Background: an optimization exercise with open tools, aiming at small area. Do not read the settings as production practice. The RTL was checked by simulation tests, not by an equivalence proof against the original design.

==> design.v <==
module cordic_cia #(parameter N = 30, parameter B = 8) (
	input [N-1:0] a,
	input [N-1:0] b,
	input cin,
	output [N-1:0] s
);
localparam NB = (N + B - 1) / B;
wire [NB:0] bc;           
assign bc[0] = cin;
genvar k, m;
generate
	for (m = 0; m < NB; m = m + 1) begin : blk
		localparam LO = B * m;
		localparam HI = (B * m + B - 1 < N) ? B * m + B - 1 : N - 1;
		localparam W = HI - LO + 1;
		wire [W:0] c;
		wire [W-1:0] s0;
		assign c[0] = (m == 0) ? cin : 1'b0;
		for (k = 0; k < W; k = k + 1) begin : fab
			assign s0[k] = a[LO+k] ^ b[LO+k] ^ c[k];
			assign c[k+1] = (a[LO+k] & b[LO+k]) | (a[LO+k] & c[k]) | (b[LO+k] & c[k]);
		end
		if (m == 0) begin : first
			assign s[HI:LO] = s0;
			assign bc[1] = c[W];
		end else begin : inc
			wire [W:0] p;         
			assign p[0] = 1'b1;
			for (k = 0; k < W; k = k + 1) begin : pa
				assign p[k+1] = p[k] & s0[k];
			end
			for (k = 0; k < W; k = k + 1) begin : sx
				assign s[LO+k] = s0[k] ^ (bc[m] & p[k]);
			end
			assign bc[m+1] = c[W] | (bc[m] & p[W]);
		end
	end
endgenerate
endmodule
module cordic (
	input clk,
	input rst,
	input in_valid,
	input signed [31:0] angle,
	output reg out_valid,
	output signed [31:0] cosine,
	output signed [31:0] sine,
	output signed [31:0] finalAngle
);
wire [30:0] a = angle[30:0];
wire [1:0] q = (a > 31'd1264972284) ? 2'd3 : (a > 31'd843314856) ? 2'd2 : (a > 31'd421657428) ? 2'd1 : 2'd0;
reg [31:0] c0;
always @* begin
	case (q)
	2'd0: c0 = 32'hffffffff;
	2'd1: c0 = 32'he6de04ab;
	2'd2: c0 = 32'hcdbc0956;
	2'd3: c0 = 32'hb49a0e02;
	endcase
end
wire [31:0] w0f = {1'b0, a} + c0;
wire [29:0] w0 = w0f[29:0];
wire [0:0] d0 = ~w0_s1[29];
wire [28:0] w1;
cordic_cia #(29, 8) ua0 (.a({w0_s1[28], w0_s1[27], w0_s1[26], w0_s1[25], w0_s1[24], w0_s1[23], w0_s1[22], w0_s1[21], w0_s1[20], w0_s1[19], w0_s1[18], w0_s1[17], w0_s1[16], w0_s1[15], w0_s1[14], w0_s1[13], w0_s1[12], w0_s1[11], w0_s1[10], w0_s1[9], w0_s1[8], w0_s1[7], w0_s1[6], w0_s1[5], w0_s1[4], w0_s1[3], w0_s1[2], w0_s1[1], w0_s1[0]}), .b({d0, ~d0, ~d0, d0, d0, ~d0, d0, d0, ~d0, d0, d0, d0, d0, ~d0, ~d0, ~d0, ~d0, ~d0, ~d0, d0, ~d0, ~d0, d0, ~d0, d0, ~d0, d0, ~d0, d0}), .cin(d0), .s(w1));
wire [0:0] d1 = ~w1[28];
wire [27:0] w2;
cordic_cia #(28, 8) ua1 (.a({w1[27], w1[26], w1[25], w1[24], w1[23], w1[22], w1[21], w1[20], w1[19], w1[18], w1[17], w1[16], w1[15], w1[14], w1[13], w1[12], w1[11], w1[10], w1[9], w1[8], w1[7], w1[6], w1[5], w1[4], w1[3], w1[2], w1[1], w1[0]}), .b({d1, ~d1, ~d1, ~d1, d1, ~d1, ~d1, d1, ~d1, d1, ~d1, ~d1, d1, d1, d1, ~d1, ~d1, d1, d1, ~d1, ~d1, ~d1, d1, d1, d1, d1, d1, ~d1}), .cin(d1), .s(w2));
wire [0:0] d2 = ~w2_s2[27];
wire [26:0] w3;
cordic_cia #(27, 8) ua2 (.a({w2_s2[26], w2_s2[25], w2_s2[24], w2_s2[23], w2_s2[22], w2_s2[21], w2_s2[20], w2_s2[19], w2_s2[18], w2_s2[17], w2_s2[16], w2_s2[15], w2_s2[14], w2_s2[13], w2_s2[12], w2_s2[11], w2_s2[10], w2_s2[9], w2_s2[8], w2_s2[7], w2_s2[6], w2_s2[5], w2_s2[4], w2_s2[3], w2_s2[2], w2_s2[1], w2_s2[0]}), .b({d2, ~d2, ~d2, ~d2, ~d2, ~d2, d2, ~d2, d2, ~d2, ~d2, d2, ~d2, ~d2, d2, ~d2, ~d2, ~d2, d2, ~d2, d2, ~d2, ~d2, ~d2, ~d2, ~d2, ~d2}), .cin(d2), .s(w3));
wire [0:0] d3 = ~w3[26];
wire [25:0] w4;
cordic_cia #(26, 8) ua3 (.a({w3[25], w3[24], w3[23], w3[22], w3[21], w3[20], w3[19], w3[18], w3[17], w3[16], w3[15], w3[14], w3[13], w3[12], w3[11], w3[10], w3[9], w3[8], w3[7], w3[6], w3[5], w3[4], w3[3], w3[2], w3[1], w3[0]}), .b({d3, ~d3, ~d3, ~d3, ~d3, ~d3, ~d3, ~d3, d3, ~d3, d3, ~d3, d3, ~d3, ~d3, d3, ~d3, ~d3, ~d3, d3, ~d3, d3, ~d3, d3, d3, ~d3}), .cin(d3), .s(w4));
wire [0:0] d4 = ~w4_s3[25];
wire [24:0] w5;
cordic_cia #(25, 8) ua4 (.a({w4_s3[24], w4_s3[23], w4_s3[22], w4_s3[21], w4_s3[20], w4_s3[19], w4_s3[18], w4_s3[17], w4_s3[16], w4_s3[15], w4_s3[14], w4_s3[13], w4_s3[12], w4_s3[11], w4_s3[10], w4_s3[9], w4_s3[8], w4_s3[7], w4_s3[6], w4_s3[5], w4_s3[4], w4_s3[3], w4_s3[2], w4_s3[1], w4_s3[0]}), .b({d4, ~d4, ~d4, ~d4, ~d4, ~d4, ~d4, ~d4, ~d4, ~d4, d4, ~d4, d4, ~d4, d4, ~d4, d4, ~d4, ~d4, d4, ~d4, ~d4, ~d4, d4, ~d4}), .cin(d4), .s(w5));
wire [0:0] d5 = ~w5[24];
wire [23:0] w6;
cordic_cia #(24, 8) ua5 (.a({w5[23], w5[22], w5[21], w5[20], w5[19], w5[18], w5[17], w5[16], w5[15], w5[14], w5[13], w5[12], w5[11], w5[10], w5[9], w5[8], w5[7], w5[6], w5[5], w5[4], w5[3], w5[2], w5[1], w5[0]}), .b({d5, ~d5, ~d5, ~d5, ~d5, ~d5, ~d5, ~d5, ~d5, ~d5, ~d5, ~d5, d5, ~d5, d5, ~d5, d5, ~d5, d5, ~d5, d5, ~d5, ~d5, d5}), .cin(d5), .s(w6));
wire [0:0] d6 = ~w6_s4[23];
wire [22:0] w7;
cordic_cia #(23, 8) ua6 (.a({w6_s4[22], w6_s4[21], w6_s4[20], w6_s4[19], w6_s4[18], w6_s4[17], w6_s4[16], w6_s4[15], w6_s4[14], w6_s4[13], w6_s4[12], w6_s4[11], w6_s4[10], w6_s4[9], w6_s4[8], w6_s4[7], w6_s4[6], w6_s4[5], w6_s4[4], w6_s4[3], w6_s4[2], w6_s4[1], w6_s4[0]}), .b({d6, ~d6, ~d6, ~d6, ~d6, ~d6, ~d6, ~d6, ~d6, ~d6, ~d6, ~d6, ~d6, ~d6, d6, ~d6, d6, ~d6, d6, ~d6, d6, ~d6, d6}), .cin(d6), .s(w7));
wire [0:0] d7 = ~w7[22];
wire [21:0] w8;
cordic_cia #(22, 8) ua7 (.a({w7[21], w7[20], w7[19], w7[18], w7[17], w7[16], w7[15], w7[14], w7[13], w7[12], w7[11], w7[10], w7[9], w7[8], w7[7], w7[6], w7[5], w7[4], w7[3], w7[2], w7[1], w7[0]}), .b({d7, ~d7, ~d7, ~d7, ~d7, ~d7, ~d7, ~d7, ~d7, ~d7, ~d7, ~d7, ~d7, ~d7, ~d7, ~d7, d7, ~d7, d7, ~d7, d7, ~d7}), .cin(d7), .s(w8));
wire [0:0] d8 = ~w8_s5[21];
wire [20:0] w9;
cordic_cia #(21, 8) ua8 (.a({w8_s5[20], w8_s5[19], w8_s5[18], w8_s5[17], w8_s5[16], w8_s5[15], w8_s5[14], w8_s5[13], w8_s5[12], w8_s5[11], w8_s5[10], w8_s5[9], w8_s5[8], w8_s5[7], w8_s5[6], w8_s5[5], w8_s5[4], w8_s5[3], w8_s5[2], w8_s5[1], w8_s5[0]}), .b({d8, ~d8, ~d8, ~d8, ~d8, ~d8, ~d8, ~d8, ~d8, ~d8, ~d8, ~d8, ~d8, ~d8, ~d8, ~d8, ~d8, ~d8, d8, ~d8, d8}), .cin(d8), .s(w9));
wire [0:0] d9 = ~w9[20];
wire [19:0] w10;
cordic_cia #(20, 8) ua9 (.a({w9[19], w9[18], w9[17], w9[16], w9[15], w9[14], w9[13], w9[12], w9[11], w9[10], w9[9], w9[8], w9[7], w9[6], w9[5], w9[4], w9[3], w9[2], w9[1], w9[0]}), .b({d9, ~d9, ~d9, ~d9, ~d9, ~d9, ~d9, ~d9, ~d9, ~d9, ~d9, ~d9, ~d9, ~d9, ~d9, ~d9, ~d9, ~d9, ~d9, ~d9}), .cin(d9), .s(w10));
wire [0:0] d10 = ~w10[19];
wire [18:0] w11;
cordic_cia #(19, 8) ua10 (.a({w10[18], w10[17], w10[16], w10[15], w10[14], w10[13], w10[12], w10[11], w10[10], w10[9], w10[8], w10[7], w10[6], w10[5], w10[4], w10[3], w10[2], w10[1], w10[0]}), .b({d10, ~d10, ~d10, ~d10, ~d10, ~d10, ~d10, ~d10, ~d10, ~d10, ~d10, ~d10, ~d10, ~d10, ~d10, ~d10, ~d10, ~d10, ~d10}), .cin(d10), .s(w11));
wire [0:0] d11 = ~w11_s6[18];
wire [18:0] w12;
cordic_cia #(19, 8) ua11 (.a({w11_s6[18], w11_s6[17], w11_s6[16], w11_s6[15], w11_s6[14], w11_s6[13], w11_s6[12], w11_s6[11], w11_s6[10], w11_s6[9], w11_s6[8], w11_s6[7], w11_s6[6], w11_s6[5], w11_s6[4], w11_s6[3], w11_s6[2], w11_s6[1], w11_s6[0]}), .b({d11, d11, ~d11, ~d11, ~d11, ~d11, ~d11, ~d11, ~d11, ~d11, ~d11, ~d11, ~d11, ~d11, ~d11, ~d11, ~d11, ~d11, ~d11}), .cin(d11), .s(w12));
wire [0:0] d12 = ~w12[18];
wire [17:0] w13;
cordic_cia #(18, 8) ua12 (.a({w12[17], w12[16], w12[15], w12[14], w12[13], w12[12], w12[11], w12[10], w12[9], w12[8], w12[7], w12[6], w12[5], w12[4], w12[3], w12[2], w12[1], w12[0]}), .b({d12, d12, ~d12, ~d12, ~d12, ~d12, ~d12, ~d12, ~d12, ~d12, ~d12, ~d12, ~d12, ~d12, ~d12, ~d12, ~d12, ~d12}), .cin(d12), .s(w13));
wire [0:0] d13 = ~w13[17];
wire [16:0] w14;
cordic_cia #(17, 8) ua13 (.a({w13[16], w13[15], w13[14], w13[13], w13[12], w13[11], w13[10], w13[9], w13[8], w13[7], w13[6], w13[5], w13[4], w13[3], w13[2], w13[1], w13[0]}), .b({d13, d13, ~d13, ~d13, ~d13, ~d13, ~d13, ~d13, ~d13, ~d13, ~d13, ~d13, ~d13, ~d13, ~d13, ~d13, ~d13}), .cin(d13), .s(w14));
wire [0:0] d14 = ~w14_s7[16];
wire [15:0] w15;
cordic_cia #(16, 8) ua14 (.a({w14_s7[15], w14_s7[14], w14_s7[13], w14_s7[12], w14_s7[11], w14_s7[10], w14_s7[9], w14_s7[8], w14_s7[7], w14_s7[6], w14_s7[5], w14_s7[4], w14_s7[3], w14_s7[2], w14_s7[1], w14_s7[0]}), .b({d14, d14, ~d14, ~d14, ~d14, ~d14, ~d14, ~d14, ~d14, ~d14, ~d14, ~d14, ~d14, ~d14, ~d14, ~d14}), .cin(d14), .s(w15));
wire [0:0] d15 = ~w15[15];
wire [14:0] w16;
cordic_cia #(15, 8) ua15 (.a({w15[14], w15[13], w15[12], w15[11], w15[10], w15[9], w15[8], w15[7], w15[6], w15[5], w15[4], w15[3], w15[2], w15[1], w15[0]}), .b({d15, d15, ~d15, ~d15, ~d15, ~d15, ~d15, ~d15, ~d15, ~d15, ~d15, ~d15, ~d15, ~d15, ~d15}), .cin(d15), .s(w16));
wire [0:0] d16 = ~w16[14];
wire [13:0] w17;
cordic_cia #(14, 8) ua16 (.a({w16[13], w16[12], w16[11], w16[10], w16[9], w16[8], w16[7], w16[6], w16[5], w16[4], w16[3], w16[2], w16[1], w16[0]}), .b({d16, d16, ~d16, ~d16, ~d16, ~d16, ~d16, ~d16, ~d16, ~d16, ~d16, ~d16, ~d16, ~d16}), .cin(d16), .s(w17));
wire [0:0] d17 = ~w17_s8[13];
wire [12:0] w18;
cordic_cia #(13, 8) ua17 (.a({w17_s8[12], w17_s8[11], w17_s8[10], w17_s8[9], w17_s8[8], w17_s8[7], w17_s8[6], w17_s8[5], w17_s8[4], w17_s8[3], w17_s8[2], w17_s8[1], w17_s8[0]}), .b({d17, d17, ~d17, ~d17, ~d17, ~d17, ~d17, ~d17, ~d17, ~d17, ~d17, ~d17, ~d17}), .cin(d17), .s(w18));
wire [0:0] d18 = ~w18[12];
wire [11:0] w19;
cordic_cia #(12, 8) ua18 (.a({w18[11], w18[10], w18[9], w18[8], w18[7], w18[6], w18[5], w18[4], w18[3], w18[2], w18[1], w18[0]}), .b({d18, d18, ~d18, ~d18, ~d18, ~d18, ~d18, ~d18, ~d18, ~d18, ~d18, ~d18}), .cin(d18), .s(w19));
wire [0:0] d19 = ~w19[11];
wire [10:0] w20;
cordic_cia #(11, 8) ua19 (.a({w19[10], w19[9], w19[8], w19[7], w19[6], w19[5], w19[4], w19[3], w19[2], w19[1], w19[0]}), .b({d19, d19, ~d19, ~d19, ~d19, ~d19, ~d19, ~d19, ~d19, ~d19, ~d19}), .cin(d19), .s(w20));
wire [0:0] d20 = ~w20_s9[10];
wire [9:0] w21;
cordic_cia #(10, 8) ua20 (.a({w20_s9[9], w20_s9[8], w20_s9[7], w20_s9[6], w20_s9[5], w20_s9[4], w20_s9[3], w20_s9[2], w20_s9[1], w20_s9[0]}), .b({d20, d20, ~d20, ~d20, ~d20, ~d20, ~d20, ~d20, ~d20, ~d20}), .cin(d20), .s(w21));
wire [0:0] d21 = ~w21[9];
wire [8:0] w22;
cordic_cia #(9, 8) ua21 (.a({w21[8], w21[7], w21[6], w21[5], w21[4], w21[3], w21[2], w21[1], w21[0]}), .b({d21, d21, ~d21, ~d21, ~d21, ~d21, ~d21, ~d21, ~d21}), .cin(d21), .s(w22));
wire [0:0] d22 = ~w22[8];
wire [7:0] w23;
cordic_cia #(8, 8) ua22 (.a({w22[7], w22[6], w22[5], w22[4], w22[3], w22[2], w22[1], w22[0]}), .b({d22, d22, ~d22, ~d22, ~d22, ~d22, ~d22, ~d22}), .cin(d22), .s(w23));
wire [0:0] d23 = ~w23[7];
wire [6:0] w24;
cordic_cia #(7, 8) ua23 (.a({w23[6], w23[5], w23[4], w23[3], w23[2], w23[1], w23[0]}), .b({d23, d23, ~d23, ~d23, ~d23, ~d23, ~d23}), .cin(d23), .s(w24));
wire [0:0] d24 = ~w24_s10[6];
wire [5:0] w25;
cordic_cia #(6, 8) ua24 (.a({w24_s10[5], w24_s10[4], w24_s10[3], w24_s10[2], w24_s10[1], w24_s10[0]}), .b({d24, d24, ~d24, ~d24, ~d24, ~d24}), .cin(d24), .s(w25));
wire [0:0] d25 = ~w25[5];
wire [5:0] w26;
cordic_cia #(6, 8) ua25 (.a({w25[5], w25[4], w25[3], w25[2], w25[1], w25[0]}), .b({d25, d25, d25, ~d25, ~d25, ~d25}), .cin(d25), .s(w26));
wire [0:0] d26 = ~w26[5];
wire [5:0] w27;
cordic_cia #(6, 8) ua26 (.a({w26[5], w26[4], w26[3], w26[2], w26[1], w26[0]}), .b({d26, d26, d26, d26, ~d26, ~d26}), .cin(d26), .s(w27));
wire [0:0] d27 = ~w27[5];
wire [5:0] w28;
cordic_cia #(6, 8) ua27 (.a({w27[5], w27[4], w27[3], w27[2], w27[1], w27[0]}), .b({d27, d27, d27, d27, ~d27, d27}), .cin(d27), .s(w28));
wire [0:0] d28 = ~w28[5];
wire [5:0] w29;
cordic_cia #(6, 8) ua28 (.a({w28[5], w28[4], w28[3], w28[2], w28[1], w28[0]}), .b({d28, d28, d28, d28, d28, ~d28}), .cin(d28), .s(w29));
wire [0:0] d29 = ~w29[5];
wire [5:0] w30 = w29;
wire [0:0] d30 = ~w30[5];
wire [5:0] w31 = w30;
wire [5:0] nw31 = ~w31;
wire [30:0] fin = a_s10 + {{25{nw31[5]}}, nw31};
reg [29:0] xF, yF;
always @* begin
	case ({q_s3, d0_s3, d1_s3, d2_s3})
	0: begin xF = 30'h30361fdd; yF = 30'h0136e9db; end
	1: begin xF = 30'h32a3f393; yF = 30'h088064ff; end
	2: begin xF = 30'h377f9b00; yF = 30'h0d5c0c6d; end
	3: begin xF = 30'h3ec91624; yF = 30'h0fc9e025; end
	4: begin xF = 30'h0136e9dc; yF = 30'h0fc9e023; end
	5: begin xF = 30'h08806500; yF = 30'h0d5c0c6d; end
	6: begin xF = 30'h0d5c0c6d; yF = 30'h08806500; end
	7: begin xF = 30'h0fc9e023; yF = 30'h0136e9dc; end
	8: begin xF = 30'h0136e9dc; yF = 30'h0fc9e023; end
	9: begin xF = 30'h08806500; yF = 30'h0d5c0c6d; end
	10: begin xF = 30'h0d5c0c6d; yF = 30'h08806500; end
	11: begin xF = 30'h0fc9e023; yF = 30'h0136e9dc; end
	12: begin xF = 30'h0fc9e025; yF = 30'h3ec91624; end
	13: begin xF = 30'h0d5c0c6d; yF = 30'h377f9b00; end
	14: begin xF = 30'h088064ff; yF = 30'h32a3f393; end
	15: begin xF = 30'h0136e9db; yF = 30'h30361fdd; end
	16: begin xF = 30'h0fc9e025; yF = 30'h3ec91624; end
	17: begin xF = 30'h0d5c0c6d; yF = 30'h377f9b00; end
	18: begin xF = 30'h088064ff; yF = 30'h32a3f393; end
	19: begin xF = 30'h0136e9db; yF = 30'h30361fdd; end
	20: begin xF = 30'h3ec91626; yF = 30'h30361fdb; end
	21: begin xF = 30'h377f9b00; yF = 30'h32a3f393; end
	22: begin xF = 30'h32a3f393; yF = 30'h377f9b00; end
	23: begin xF = 30'h30361fdb; yF = 30'h3ec91626; end
	24: begin xF = 30'h3ec91626; yF = 30'h30361fdb; end
	25: begin xF = 30'h377f9b00; yF = 30'h32a3f393; end
	26: begin xF = 30'h32a3f393; yF = 30'h377f9b00; end
	27: begin xF = 30'h30361fdb; yF = 30'h3ec91626; end
	28: begin xF = 30'h30361fdd; yF = 30'h0136e9db; end
	29: begin xF = 30'h32a3f393; yF = 30'h088064ff; end
	30: begin xF = 30'h377f9b00; yF = 30'h0d5c0c6d; end
	31: begin xF = 30'h3ec91624; yF = 30'h0fc9e025; end
	default: begin xF = 30'h0; yF = 30'h0; end
	endcase
end
wire [0:0] nd3 = ~d3_s3;
wire [29:0] x4;
wire [29:0] y4;
cordic_cia #(30, 8) ux3 (.a(xF), .b({{3{yF[29]}}, yF[29:3]} ^ {30{nd3}}), .cin(nd3), .s(x4));
cordic_cia #(30, 8) uy3 (.a(yF), .b({{3{xF[29]}}, xF[29:3]} ^ {30{d3_s3}}), .cin(d3_s3), .s(y4));
wire [0:0] nd4 = ~d4_s4;
wire [29:0] x5;
wire [29:0] y5;
cordic_cia #(30, 8) ux4 (.a(x4_s4), .b({{4{y4_s4[29]}}, y4_s4[29:4]} ^ {30{nd4}}), .cin(nd4), .s(x5));
cordic_cia #(30, 8) uy4 (.a(y4_s4), .b({{4{x4_s4[29]}}, x4_s4[29:4]} ^ {30{d4_s4}}), .cin(d4_s4), .s(y5));
wire [0:0] nd5 = ~d5_s4;
wire [29:0] x6;
wire [29:0] y6;
cordic_cia #(30, 8) ux5 (.a(x5), .b({{5{y5[29]}}, y5[29:5]} ^ {30{nd5}}), .cin(nd5), .s(x6));
cordic_cia #(30, 8) uy5 (.a(y5), .b({{5{x5[29]}}, x5[29:5]} ^ {30{d5_s4}}), .cin(d5_s4), .s(y6));
wire [0:0] nd6 = ~d6_s5;
wire [29:0] x7;
wire [29:0] y7;
cordic_cia #(30, 8) ux6 (.a(x6_s5), .b({{6{y6_s5[29]}}, y6_s5[29:6]} ^ {30{nd6}}), .cin(nd6), .s(x7));
cordic_cia #(30, 8) uy6 (.a(y6_s5), .b({{6{x6_s5[29]}}, x6_s5[29:6]} ^ {30{d6_s5}}), .cin(d6_s5), .s(y7));
wire [0:0] nd7 = ~d7_s5;
wire [29:0] x8;
wire [29:0] y8;
cordic_cia #(30, 8) ux7 (.a(x7), .b({{7{y7[29]}}, y7[29:7]} ^ {30{nd7}}), .cin(nd7), .s(x8));
cordic_cia #(30, 8) uy7 (.a(y7), .b({{7{x7[29]}}, x7[29:7]} ^ {30{d7_s5}}), .cin(d7_s5), .s(y8));
wire [0:0] nd8 = ~d8_s6;
wire [29:0] x9;
wire [29:0] y9;
cordic_cia #(30, 8) ux8 (.a(x8_s6), .b({{8{y8_s6[29]}}, y8_s6[29:8]} ^ {30{nd8}}), .cin(nd8), .s(x9));
cordic_cia #(30, 8) uy8 (.a(y8_s6), .b({{8{x8_s6[29]}}, x8_s6[29:8]} ^ {30{d8_s6}}), .cin(d8_s6), .s(y9));
wire [0:0] nd9 = ~d9_s6;
wire [29:0] x10;
wire [29:0] y10;
cordic_cia #(30, 8) ux9 (.a(x9), .b({{9{y9[29]}}, y9[29:9]} ^ {30{nd9}}), .cin(nd9), .s(x10));
cordic_cia #(30, 8) uy9 (.a(y9), .b({{9{x9[29]}}, x9[29:9]} ^ {30{d9_s6}}), .cin(d9_s6), .s(y10));
wire [0:0] nd10 = ~d10_s6;
wire [29:0] x11;
wire [29:0] y11;
cordic_cia #(30, 8) ux10 (.a(x10), .b({{10{y10[29]}}, y10[29:10]} ^ {30{nd10}}), .cin(nd10), .s(x11));
cordic_cia #(30, 8) uy10 (.a(y10), .b({{10{x10[29]}}, x10[29:10]} ^ {30{d10_s6}}), .cin(d10_s6), .s(y11));
wire [0:0] nd11 = ~d11_s7;
wire [29:0] x12;
wire [29:0] y12;
cordic_cia #(30, 8) ux11 (.a(x11_s7), .b({{11{y11_s7[29]}}, y11_s7[29:11]} ^ {30{nd11}}), .cin(nd11), .s(x12));
cordic_cia #(30, 8) uy11 (.a(y11_s7), .b({{11{x11_s7[29]}}, x11_s7[29:11]} ^ {30{d11_s7}}), .cin(d11_s7), .s(y12));
wire [0:0] nd12 = ~d12_s7;
wire [29:0] x13;
wire [29:0] y13;
cordic_cia #(30, 8) ux12 (.a(x12), .b({{12{y12[29]}}, y12[29:12]} ^ {30{nd12}}), .cin(nd12), .s(x13));
cordic_cia #(30, 8) uy12 (.a(y12), .b({{12{x12[29]}}, x12[29:12]} ^ {30{d12_s7}}), .cin(d12_s7), .s(y13));
wire [0:0] nd13 = ~d13_s8;
wire [29:0] x14;
wire [29:0] y14;
cordic_cia #(30, 8) ux13 (.a(x13_s8), .b({{13{y13_s8[29]}}, y13_s8[29:13]} ^ {30{nd13}}), .cin(nd13), .s(x14));
cordic_cia #(30, 8) uy13 (.a(y13_s8), .b({{13{x13_s8[29]}}, x13_s8[29:13]} ^ {30{d13_s8}}), .cin(d13_s8), .s(y14));
wire [0:0] nd14 = ~d14_s8;
wire [29:0] x15;
wire [29:0] y15;
cordic_cia #(30, 8) ux14 (.a(x14), .b({{14{y14[29]}}, y14[29:14]} ^ {30{nd14}}), .cin(nd14), .s(x15));
cordic_cia #(30, 8) uy14 (.a(y14), .b({{14{x14[29]}}, x14[29:14]} ^ {30{d14_s8}}), .cin(d14_s8), .s(y15));
wire [0:0] nd15 = ~d15_s9;
wire [29:0] x16;
wire [29:0] y16;
cordic_cia #(30, 8) ux15 (.a(x15_s9), .b({{15{y15_s9[29]}}, y15_s9[29:15]} ^ {30{nd15}}), .cin(nd15), .s(x16));
cordic_cia #(30, 8) uy15 (.a(y15_s9), .b({{15{x15_s9[29]}}, x15_s9[29:15]} ^ {30{d15_s9}}), .cin(d15_s9), .s(y16));
wire [0:0] nd16 = ~d16_s9;
wire [29:0] x17;
wire [29:0] y17;
cordic_cia #(30, 8) ux16 (.a(x16), .b({{16{y16[29]}}, y16[29:16]} ^ {30{nd16}}), .cin(nd16), .s(x17));
cordic_cia #(30, 8) uy16 (.a(y16), .b({{16{x16[29]}}, x16[29:16]} ^ {30{d16_s9}}), .cin(d16_s9), .s(y17));
wire [0:0] nd17 = ~d17_s10;
wire [29:0] x18;
wire [29:0] y18;
cordic_cia #(30, 8) ux17 (.a(x17_s10), .b({{17{y17_s10[29]}}, y17_s10[29:17]} ^ {30{nd17}}), .cin(nd17), .s(x18));
cordic_cia #(30, 8) uy17 (.a(y17_s10), .b({{17{x17_s10[29]}}, x17_s10[29:17]} ^ {30{d17_s10}}), .cin(d17_s10), .s(y18));
wire [0:0] nd18 = ~d18_s10;
wire [29:0] x19;
wire [29:0] y19;
cordic_cia #(30, 8) ux18 (.a(x18), .b({{18{y18[29]}}, y18[29:18]} ^ {30{nd18}}), .cin(nd18), .s(x19));
cordic_cia #(30, 8) uy18 (.a(y18), .b({{18{x18[29]}}, x18[29:18]} ^ {30{d18_s10}}), .cin(d18_s10), .s(y19));
wire [0:0] nd19 = ~d19_s11;
wire [29:0] x20;
wire [29:0] y20;
cordic_cia #(30, 8) ux19 (.a(x19_s11), .b({{19{y19_s11[29]}}, y19_s11[29:19]} ^ {30{nd19}}), .cin(nd19), .s(x20));
cordic_cia #(30, 8) uy19 (.a(y19_s11), .b({{19{x19_s11[29]}}, x19_s11[29:19]} ^ {30{d19_s11}}), .cin(d19_s11), .s(y20));
wire [0:0] nd20 = ~d20_s11;
wire [29:0] x21;
wire [29:0] y21;
cordic_cia #(30, 8) ux20 (.a(x20), .b({{20{y20[29]}}, y20[29:20]} ^ {30{nd20}}), .cin(nd20), .s(x21));
cordic_cia #(30, 8) uy20 (.a(y20), .b({{20{x20[29]}}, x20[29:20]} ^ {30{d20_s11}}), .cin(d20_s11), .s(y21));
wire [0:0] nd21 = ~d21_s12;
wire [29:0] x22;
wire [29:0] y22;
cordic_cia #(30, 8) ux21 (.a(x21_s12), .b({{21{y21_s12[29]}}, y21_s12[29:21]} ^ {30{nd21}}), .cin(nd21), .s(x22));
cordic_cia #(30, 8) uy21 (.a(y21_s12), .b({{21{x21_s12[29]}}, x21_s12[29:21]} ^ {30{d21_s12}}), .cin(d21_s12), .s(y22));
wire [0:0] nd22 = ~d22_s12;
wire [29:0] x23;
wire [29:0] y23;
cordic_cia #(30, 8) ux22 (.a(x22), .b({{22{y22[29]}}, y22[29:22]} ^ {30{nd22}}), .cin(nd22), .s(x23));
cordic_cia #(30, 8) uy22 (.a(y22), .b({{22{x22[29]}}, x22[29:22]} ^ {30{d22_s12}}), .cin(d22_s12), .s(y23));
wire [0:0] nd23 = ~d23_s13;
wire [29:0] x24;
wire [29:0] y24;
cordic_cia #(30, 8) ux23 (.a(x23_s13), .b({{23{y23_s13[29]}}, y23_s13[29:23]} ^ {30{nd23}}), .cin(nd23), .s(x24));
cordic_cia #(30, 8) uy23 (.a(y23_s13), .b({{23{x23_s13[29]}}, x23_s13[29:23]} ^ {30{d23_s13}}), .cin(d23_s13), .s(y24));
wire [0:0] nd24 = ~d24_s13;
wire [29:0] x25;
wire [29:0] y25;
cordic_cia #(30, 8) ux24 (.a(x24), .b({{24{y24[29]}}, y24[29:24]} ^ {30{nd24}}), .cin(nd24), .s(x25));
cordic_cia #(30, 8) uy24 (.a(y24), .b({{24{x24[29]}}, x24[29:24]} ^ {30{d24_s13}}), .cin(d24_s13), .s(y25));
wire [0:0] nd25 = ~d25_s14;
wire [29:0] x26;
wire [29:0] y26;
cordic_cia #(30, 8) ux25 (.a(x25_s14), .b({{25{y25_s14[29]}}, y25_s14[29:25]} ^ {30{nd25}}), .cin(nd25), .s(x26));
cordic_cia #(30, 8) uy25 (.a(y25_s14), .b({{25{x25_s14[29]}}, x25_s14[29:25]} ^ {30{d25_s14}}), .cin(d25_s14), .s(y26));
wire [0:0] nd26 = ~d26_s14;
wire [29:0] x27;
wire [29:0] y27;
cordic_cia #(30, 8) ux26 (.a(x26), .b({{26{y26[29]}}, y26[29:26]} ^ {30{nd26}}), .cin(nd26), .s(x27));
cordic_cia #(30, 8) uy26 (.a(y26), .b({{26{x26[29]}}, x26[29:26]} ^ {30{d26_s14}}), .cin(d26_s14), .s(y27));
wire [0:0] nd27 = ~d27_s15;
wire [29:0] x28;
wire [29:0] y28;
cordic_cia #(30, 8) ux27 (.a(x27_s15), .b({{27{y27_s15[29]}}, y27_s15[29:27]} ^ {30{nd27}}), .cin(nd27), .s(x28));
cordic_cia #(30, 8) uy27 (.a(y27_s15), .b({{27{x27_s15[29]}}, x27_s15[29:27]} ^ {30{d27_s15}}), .cin(d27_s15), .s(y28));
wire [0:0] nd28 = ~d28_s15;
wire [29:0] x29;
wire [29:0] y29;
cordic_cia #(30, 8) ux28 (.a(x28), .b({{28{y28[29]}}, y28[29:28]} ^ {30{nd28}}), .cin(nd28), .s(x29));
cordic_cia #(30, 8) uy28 (.a(y28), .b({{28{x28[29]}}, x28[29:28]} ^ {30{d28_s15}}), .cin(d28_s15), .s(y29));
wire [0:0] nd29 = ~d29_s16;
wire [29:0] x30;
wire [29:0] y30;
cordic_cia #(30, 8) ux29 (.a(x29_s16), .b({30{y29_s16[29]}} ^ {30{nd29}}), .cin(nd29), .s(x30));
cordic_cia #(30, 8) uy29 (.a(y29_s16), .b({30{x29_s16[29]}} ^ {30{d29_s16}}), .cin(d29_s16), .s(y30));
wire [0:0] nd30 = ~d30_s16;
wire [29:0] x31;
wire [29:0] y31;
cordic_cia #(30, 8) ux30 (.a(x30), .b({30{y30[29]}} ^ {30{nd30}}), .cin(nd30), .s(x31));
cordic_cia #(30, 8) uy30 (.a(y30), .b({30{x30[29]}} ^ {30{d30_s16}}), .cin(d30_s16), .s(y31));
assign sine = {{2{x31_s17[29]}}, x31_s17};
assign cosine = {{2{y31_s17[29]}}, y31_s17};
assign finalAngle = {1'b0, fin_s17};
reg [15:0] vpipe;
always @(posedge clk) begin
	if (rst) begin
		vpipe <= 16'd0;
		out_valid <= 1'b0;
	end else begin
		vpipe <= {vpipe[14:0], in_valid};
		out_valid <= vpipe[15];
	end
end
reg [29:0] w0_s1;
always @(posedge clk) w0_s1 <= w0;
reg [27:0] w2_s2;
always @(posedge clk) w2_s2 <= w2;
reg [25:0] w4_s3;
always @(posedge clk) w4_s3 <= w4;
reg [23:0] w6_s4;
always @(posedge clk) w6_s4 <= w6;
reg [21:0] w8_s5;
always @(posedge clk) w8_s5 <= w8;
reg [18:0] w11_s6;
always @(posedge clk) w11_s6 <= w11;
reg [16:0] w14_s7;
always @(posedge clk) w14_s7 <= w14;
reg [13:0] w17_s8;
always @(posedge clk) w17_s8 <= w17;
reg [10:0] w20_s9;
always @(posedge clk) w20_s9 <= w20;
reg [6:0] w24_s10;
always @(posedge clk) w24_s10 <= w24;
reg [30:0] a_s1;
always @(posedge clk) a_s1 <= a;
reg [30:0] a_s2;
always @(posedge clk) a_s2 <= a_s1;
reg [30:0] a_s3;
always @(posedge clk) a_s3 <= a_s2;
reg [30:0] a_s4;
always @(posedge clk) a_s4 <= a_s3;
reg [30:0] a_s5;
always @(posedge clk) a_s5 <= a_s4;
reg [30:0] a_s6;
always @(posedge clk) a_s6 <= a_s5;
reg [30:0] a_s7;
always @(posedge clk) a_s7 <= a_s6;
reg [30:0] a_s8;
always @(posedge clk) a_s8 <= a_s7;
reg [30:0] a_s9;
always @(posedge clk) a_s9 <= a_s8;
reg [30:0] a_s10;
always @(posedge clk) a_s10 <= a_s9;
reg [1:0] q_s1;
always @(posedge clk) q_s1 <= q;
reg [1:0] q_s2;
always @(posedge clk) q_s2 <= q_s1;
reg [1:0] q_s3;
always @(posedge clk) q_s3 <= q_s2;
reg [0:0] d0_s2;
always @(posedge clk) d0_s2 <= d0;
reg [0:0] d0_s3;
always @(posedge clk) d0_s3 <= d0_s2;
reg [0:0] d1_s2;
always @(posedge clk) d1_s2 <= d1;
reg [0:0] d1_s3;
always @(posedge clk) d1_s3 <= d1_s2;
reg [0:0] d2_s3;
always @(posedge clk) d2_s3 <= d2;
reg [0:0] d3_s3;
always @(posedge clk) d3_s3 <= d3;
reg [29:0] x4_s4;
always @(posedge clk) x4_s4 <= x4;
reg [29:0] y4_s4;
always @(posedge clk) y4_s4 <= y4;
reg [0:0] d4_s4;
always @(posedge clk) d4_s4 <= d4;
reg [0:0] d5_s4;
always @(posedge clk) d5_s4 <= d5;
reg [29:0] x6_s5;
always @(posedge clk) x6_s5 <= x6;
reg [29:0] y6_s5;
always @(posedge clk) y6_s5 <= y6;
reg [0:0] d6_s5;
always @(posedge clk) d6_s5 <= d6;
reg [0:0] d7_s5;
always @(posedge clk) d7_s5 <= d7;
reg [29:0] x8_s6;
always @(posedge clk) x8_s6 <= x8;
reg [29:0] y8_s6;
always @(posedge clk) y8_s6 <= y8;
reg [0:0] d8_s6;
always @(posedge clk) d8_s6 <= d8;
reg [0:0] d9_s6;
always @(posedge clk) d9_s6 <= d9;
reg [0:0] d10_s6;
always @(posedge clk) d10_s6 <= d10;
reg [29:0] x11_s7;
always @(posedge clk) x11_s7 <= x11;
reg [29:0] y11_s7;
always @(posedge clk) y11_s7 <= y11;
reg [0:0] d11_s7;
always @(posedge clk) d11_s7 <= d11;
reg [0:0] d12_s7;
always @(posedge clk) d12_s7 <= d12;
reg [29:0] x13_s8;
always @(posedge clk) x13_s8 <= x13;
reg [29:0] y13_s8;
always @(posedge clk) y13_s8 <= y13;
reg [0:0] d13_s7;
always @(posedge clk) d13_s7 <= d13;
reg [0:0] d13_s8;
always @(posedge clk) d13_s8 <= d13_s7;
reg [0:0] d14_s8;
always @(posedge clk) d14_s8 <= d14;
reg [29:0] x15_s9;
always @(posedge clk) x15_s9 <= x15;
reg [29:0] y15_s9;
always @(posedge clk) y15_s9 <= y15;
reg [0:0] d15_s8;
always @(posedge clk) d15_s8 <= d15;
reg [0:0] d15_s9;
always @(posedge clk) d15_s9 <= d15_s8;
reg [0:0] d16_s8;
always @(posedge clk) d16_s8 <= d16;
reg [0:0] d16_s9;
always @(posedge clk) d16_s9 <= d16_s8;
reg [29:0] x17_s10;
always @(posedge clk) x17_s10 <= x17;
reg [29:0] y17_s10;
always @(posedge clk) y17_s10 <= y17;
reg [0:0] d17_s9;
always @(posedge clk) d17_s9 <= d17;
reg [0:0] d17_s10;
always @(posedge clk) d17_s10 <= d17_s9;
reg [0:0] d18_s9;
always @(posedge clk) d18_s9 <= d18;
reg [0:0] d18_s10;
always @(posedge clk) d18_s10 <= d18_s9;
reg [29:0] x19_s11;
always @(posedge clk) x19_s11 <= x19;
reg [29:0] y19_s11;
always @(posedge clk) y19_s11 <= y19;
reg [0:0] d19_s9;
always @(posedge clk) d19_s9 <= d19;
reg [0:0] d19_s10;
always @(posedge clk) d19_s10 <= d19_s9;
reg [0:0] d19_s11;
always @(posedge clk) d19_s11 <= d19_s10;
reg [0:0] d20_s10;
always @(posedge clk) d20_s10 <= d20;
reg [0:0] d20_s11;
always @(posedge clk) d20_s11 <= d20_s10;
reg [29:0] x21_s12;
always @(posedge clk) x21_s12 <= x21;
reg [29:0] y21_s12;
always @(posedge clk) y21_s12 <= y21;
reg [0:0] d21_s10;
always @(posedge clk) d21_s10 <= d21;
reg [0:0] d21_s11;
always @(posedge clk) d21_s11 <= d21_s10;
reg [0:0] d21_s12;
always @(posedge clk) d21_s12 <= d21_s11;
reg [0:0] d22_s10;
always @(posedge clk) d22_s10 <= d22;
reg [0:0] d22_s11;
always @(posedge clk) d22_s11 <= d22_s10;
reg [0:0] d22_s12;
always @(posedge clk) d22_s12 <= d22_s11;
reg [29:0] x23_s13;
always @(posedge clk) x23_s13 <= x23;
reg [29:0] y23_s13;
always @(posedge clk) y23_s13 <= y23;
reg [0:0] d23_s10;
always @(posedge clk) d23_s10 <= d23;
reg [0:0] d23_s11;
always @(posedge clk) d23_s11 <= d23_s10;
reg [0:0] d23_s12;
always @(posedge clk) d23_s12 <= d23_s11;
reg [0:0] d23_s13;
always @(posedge clk) d23_s13 <= d23_s12;
reg [0:0] d24_s11;
always @(posedge clk) d24_s11 <= d24;
reg [0:0] d24_s12;
always @(posedge clk) d24_s12 <= d24_s11;
reg [0:0] d24_s13;
always @(posedge clk) d24_s13 <= d24_s12;
reg [29:0] x25_s14;
always @(posedge clk) x25_s14 <= x25;
reg [29:0] y25_s14;
always @(posedge clk) y25_s14 <= y25;
reg [0:0] d25_s11;
always @(posedge clk) d25_s11 <= d25;
reg [0:0] d25_s12;
always @(posedge clk) d25_s12 <= d25_s11;
reg [0:0] d25_s13;
always @(posedge clk) d25_s13 <= d25_s12;
reg [0:0] d25_s14;
always @(posedge clk) d25_s14 <= d25_s13;
reg [0:0] d26_s11;
always @(posedge clk) d26_s11 <= d26;
reg [0:0] d26_s12;
always @(posedge clk) d26_s12 <= d26_s11;
reg [0:0] d26_s13;
always @(posedge clk) d26_s13 <= d26_s12;
reg [0:0] d26_s14;
always @(posedge clk) d26_s14 <= d26_s13;
reg [29:0] x27_s15;
always @(posedge clk) x27_s15 <= x27;
reg [29:0] y27_s15;
always @(posedge clk) y27_s15 <= y27;
reg [0:0] d27_s11;
always @(posedge clk) d27_s11 <= d27;
reg [0:0] d27_s12;
always @(posedge clk) d27_s12 <= d27_s11;
reg [0:0] d27_s13;
always @(posedge clk) d27_s13 <= d27_s12;
reg [0:0] d27_s14;
always @(posedge clk) d27_s14 <= d27_s13;
reg [0:0] d27_s15;
always @(posedge clk) d27_s15 <= d27_s14;
reg [0:0] d28_s11;
always @(posedge clk) d28_s11 <= d28;
reg [0:0] d28_s12;
always @(posedge clk) d28_s12 <= d28_s11;
reg [0:0] d28_s13;
always @(posedge clk) d28_s13 <= d28_s12;
reg [0:0] d28_s14;
always @(posedge clk) d28_s14 <= d28_s13;
reg [0:0] d28_s15;
always @(posedge clk) d28_s15 <= d28_s14;
reg [29:0] x29_s16;
always @(posedge clk) x29_s16 <= x29;
reg [29:0] y29_s16;
always @(posedge clk) y29_s16 <= y29;
reg [0:0] d29_s11;
always @(posedge clk) d29_s11 <= d29;
reg [0:0] d29_s12;
always @(posedge clk) d29_s12 <= d29_s11;
reg [0:0] d29_s13;
always @(posedge clk) d29_s13 <= d29_s12;
reg [0:0] d29_s14;
always @(posedge clk) d29_s14 <= d29_s13;
reg [0:0] d29_s15;
always @(posedge clk) d29_s15 <= d29_s14;
reg [0:0] d29_s16;
always @(posedge clk) d29_s16 <= d29_s15;
reg [0:0] d30_s11;
always @(posedge clk) d30_s11 <= d30;
reg [0:0] d30_s12;
always @(posedge clk) d30_s12 <= d30_s11;
reg [0:0] d30_s13;
always @(posedge clk) d30_s13 <= d30_s12;
reg [0:0] d30_s14;
always @(posedge clk) d30_s14 <= d30_s13;
reg [0:0] d30_s15;
always @(posedge clk) d30_s15 <= d30_s14;
reg [0:0] d30_s16;
always @(posedge clk) d30_s16 <= d30_s15;
reg [29:0] x31_s17;
always @(posedge clk) x31_s17 <= x31;
reg [29:0] y31_s17;
always @(posedge clk) y31_s17 <= y31;
reg [30:0] fin_s11;
always @(posedge clk) fin_s11 <= fin;
reg [30:0] fin_s12;
always @(posedge clk) fin_s12 <= fin_s11;
reg [30:0] fin_s13;
always @(posedge clk) fin_s13 <= fin_s12;
reg [30:0] fin_s14;
always @(posedge clk) fin_s14 <= fin_s13;
reg [30:0] fin_s15;
always @(posedge clk) fin_s15 <= fin_s14;
reg [30:0] fin_s16;
always @(posedge clk) fin_s16 <= fin_s15;
reg [30:0] fin_s17;
always @(posedge clk) fin_s17 <= fin_s16;
endmodule
==> run.sh <==
#!/bin/bash
# synth_recipe.tcl (not shown) runs the flow's synth.tcl, then flattens the netlist and writes it again
# the make line also repeats each setting of config.mk as NAME=value (left out here)
make -C /OpenROAD-flow-scripts/flow DESIGN_CONFIG=/design/flow/config.mk WORK_HOME=/design/flow/orfs CLKGATE_MAP_FILE= SYNTH_SCRIPT=/design/flow/synth_recipe.tcl finish
==> config.mk <==
export PLATFORM = sky130hd
export DESIGN_NAME = cordic
export DESIGN_NICKNAME = cordic
export VERILOG_FILES = /design/flow/design.v
export SDC_FILE = /design/flow/constraint.sdc
export NUM_CORES = 4
export LEC_CHECK = 0
export CAP_MARGIN = 20
export CORE_MARGIN = 2
export CORE_UTILIZATION = 40
export SLEW_MARGIN = 20
==> constraint.sdc <==
create_clock -name core_clock -period 15.0 [get_ports {clk}]
set_input_delay 3.0000 -clock core_clock [delete_from_list [all_inputs] [get_ports {clk}]]
set_output_delay 3.0000 -clock core_clock [all_outputs]
set_load 0.01 [all_outputs]
==> flow_summary_export.csv <==
group,metric,value,unit
layout,nets,12500,
synth,ys_seq_elements,1687,
detailed_routing,postRouteAntennaNets,0,
worst_setup_path,critical_path_class,"flop to flop",
detailed_routing,via_count,65750,
job,drv_cap,0,
worst_setup_path,r2r_cells,39,
sta,slew-limit-headroom,0.3314,
sta,max_freq,70.58,MHz
die,die_h,536.8,µm
worst_setup_path,critPathSlowestCell,"xnor2_1",
die,die_w,536.8,µm
detailed_routing,drt_iter0_drc,2029,
sta,drv_slew,0,
run_status,status,"complete, no violations",
synth,synthTopCellsByArea,"dfxtp_1 (30%), fa_1 (29%), xnor2_1 (9.0%), xor2_1 (8.0%), ha_1 (7.4%)",
sta,finalSetupViolations,0,
synth,synth_edf_count,0,
clock_tree,clock-sinks,1687,
global_route,grt_pass1_vias,72500,
worst_setup_path,critPathMaxStageDelay,0.79,ns
global_route,antenna_found_initial,3,
clock_tree,cts.hold.buffers_added,0,
die,io_pins,132,
synth,synth_nets,12200,
sta,final-hold-violation-count,0,
synth,yosysWarningCount,1,
synth,synth_common_cells,"dfxtp_1 (1687), fa_1 (1617), xnor2_1 (1167)",
synth,ys_seq_area_frac,0.2974,
hold_path,holdPathStages,0,
die,coreArea,0.2823,mm²
layout,area.growth.synth_to_final,11.52,%
synth,synthFlopType,"dfxtp_1",
worst_setup_path,crit_arrival,14.85,ns
placed_design,place_area,0.1199,mm²
synth,synth_top_cell_area_share,0.2974,
layout,fin_area,0.1266,mm²
synth,synth.largest_area_cell,"dfxtp_1",
worst_setup_path,required,15.68,ns
synth,synthCells,9881,
placed_design,portBuffers,129,
clock_tree,cts_tree,"done",
placed_design,gp_congestion,0.8627,
worst_setup_path,rrSetupSlack,0.83,ns
worst_setup_path,crit_path_frequent_cell,"fa_1",
worst_setup_path,start_kind,"flop",
detailed_routing,drc_errors,0,
hold_path,hp-class,"flop to flop",
layout,drive_gt1_frac,0.06601,
synth,avgSynthCellArea,11.49,µm²
synth,synthArstFlopShare,0,
clock_tree,clock_latency,0.85,ns
clock_tree,cts_inserted_buffers,192,
detailed_routing,detail_route.wl_per_cell,15.64,µm
global_route,grt_overflow_total,0,
sta,finClkSkew,0.03615,ns
clock_tree,post-cts-setup-buffers,0,
sta,whs,0.3013,ns
sta,finalCritPeriodShare,0.9446,
clock_tree,clockBufferDepth,4,
die,fp-row-count,195,
sta,min_period,14.17,ns
placed_design,dpl.hpwl,185500,µm
clock_tree,clk_pin_slew,0.06,ns
sta,worst_pin_slew,1.003,ns
worst_setup_path,path_max_fanout,9,
global_route,grt_usage,0.1574,
detailed_routing,viasPerCell,4.670,
detailed_routing,routed_wirelength,220200,µm
synth,synth.cell_area,0.1136,mm²
synth,synth_cell_types,102,
synth,yosysMostFrequentCell,"dfxtp_1",
die,dieArea,0.2882,mm²
clock_tree,h-tree-depth,4,
detailed_routing,dr.pass1.iters,5,
worst_setup_path,worstSetupEndpointType,"flop",
die,initial_core_util,0.4023,
global_route,grt_max_degree,53,
clock_tree,cts_root_buffer,"clkbuf_16",
sta,rsz0062_at_grt,"true",
global_route,grt_pass1_wl,368700,µm
==> logic make-up after synthesis <==
family          share of synthesized area
other cells                    0.00003302
mux                              0.005014
compound gates                    0.03787
xor+xnor                           0.1713
flops                              0.2974
simple gates                      0.09113
buf+inv                           0.03827
fa+ha+maj                          0.3590
==> cell usage in the layout, fill, tap and decap left out, types with 29 or more instances in the layout <==
cell type	count
a21oi_1	137
a31oi_1	39
and2_1	45
and3_1	52
buf_4	98
clkbuf_16	193
clkbuf_8	38
clkdlybuf4s50_1	129
clkinv_2	31
dfxtp_1	1674
fa_1	1617
ha_1	671
inv_1	1021
mux2i_1	31
nand2_1	347
nand2b_1	88
nand3_1	178
nand4_1	87
nand4b_1	47
nor2_1	430
nor2b_1	74
nor3_1	128
nor4_1	87
o21a_1	90
o21ai_0	112
o31a_1	29
o31ai_1	29
or2_2	85
or3_1	31
xnor2_1	1152
xor2_1	1030
==> area by class of cell <==
class                   instances  area (µm²)
fillers                     25940      155700
multi-input cells            7043       75620
flip-flops and latches       1687       33790
clock buffers                 253        5435
well taps                    3743        4683
inverters                    1023        3840
repair buffers                227        2027
clock inverters                99        1230
diodes                          4       10.01
==> worst paths after layout <==
path / from / endpoint
max: w20_s9[10]$_DFF_P_ / w24_s10[6]$_DFF_P_
min: fin_s13[17]$_DFF_P_ / fin_s14[17]$_DFF_P_
max reg2reg: w20_s9[10]$_DFF_P_ / w24_s10[6]$_DFF_P_
min reg2reg: fin_s13[17]$_DFF_P_ / fin_s14[17]$_DFF_P_
==> through the flow <==
step	TNS (ns)	setup slack, ns	instances	util
after floorplan	0	0.8703	9881	-
final	0	0.8315	14080	0.4486
after detailed placement	0	0.5546	13720	0.4249
after global routing	-0.04473	-0.04473	14080	0.4486
after CTS	0	0.5548	14080	0.4485
after global placement	0	0.7042	13720	0.4249
==> timing repair <==
item	in CTS	in global routing
endpoints found under the hold margin	0	0
gates resized for setup	0	3
endpoints found under the setup margin	0	5
==> state kept, by name (all words and copies together), names as in the netlist, 31 cells and up <==
register and flops:
a_s1 31, a_s10 31, a_s2 31, a_s3 31, a_s4 31, a_s5 31
a_s6 31, a_s7 31, a_s8 31, a_s9 31, fin_s11 31, fin_s12 31
fin_s13 31, fin_s14 31, fin_s15 31, fin_s16 31, fin_s17 31
==> worst max-delay path: cells and delay by family (launching register included) <==
family     cells  cell delay (ns)
fa+ha+maj     25            10.13
xor+xnor       8             2.12
buf+inv        6             1.23
flops          1             0.49
==> metal layers <==
layer	up-vias	track usage	wire (µm)
li1	32270	-	-
met1	32470	0.1803	89600
met2	667	0.3010	117600
met3	340	0.01801	5629
met4	0	0.05095	7347
met5	-	0	0

re-timing with driven ports:
In the flow no input, the clock included, has a driving cell. The finished layout below was timed again as built, in two steps.
Step 1 sets driving cells, clkbuf_16 on the clock port and buf_2 on the other inputs (assumed; they add their load-dependent delay and slew).
Step 2 adds t to the input delays and takes it off the output delays; t is the mean of the earliest and latest rising clock arrival at the registers after step 1. Input paths then give back, and output paths get back, about the clock's delay inside the block.
Three values: no drivers, after step 1, after step 2; two values: the first two.
shift t [ns]: 0.928
setup slack, ns: 0.831 / 0.831 / 0.831
hold slack, ns: 0.301 / 0.301 / 0.301
slew at the worst register clock pin (ns): 0.07 / 0.07
After both steps this run still meets setup and hold. For this run, drivers alone change the setup slack by 0.000 ns; drivers and shift together by 0.000 ns.
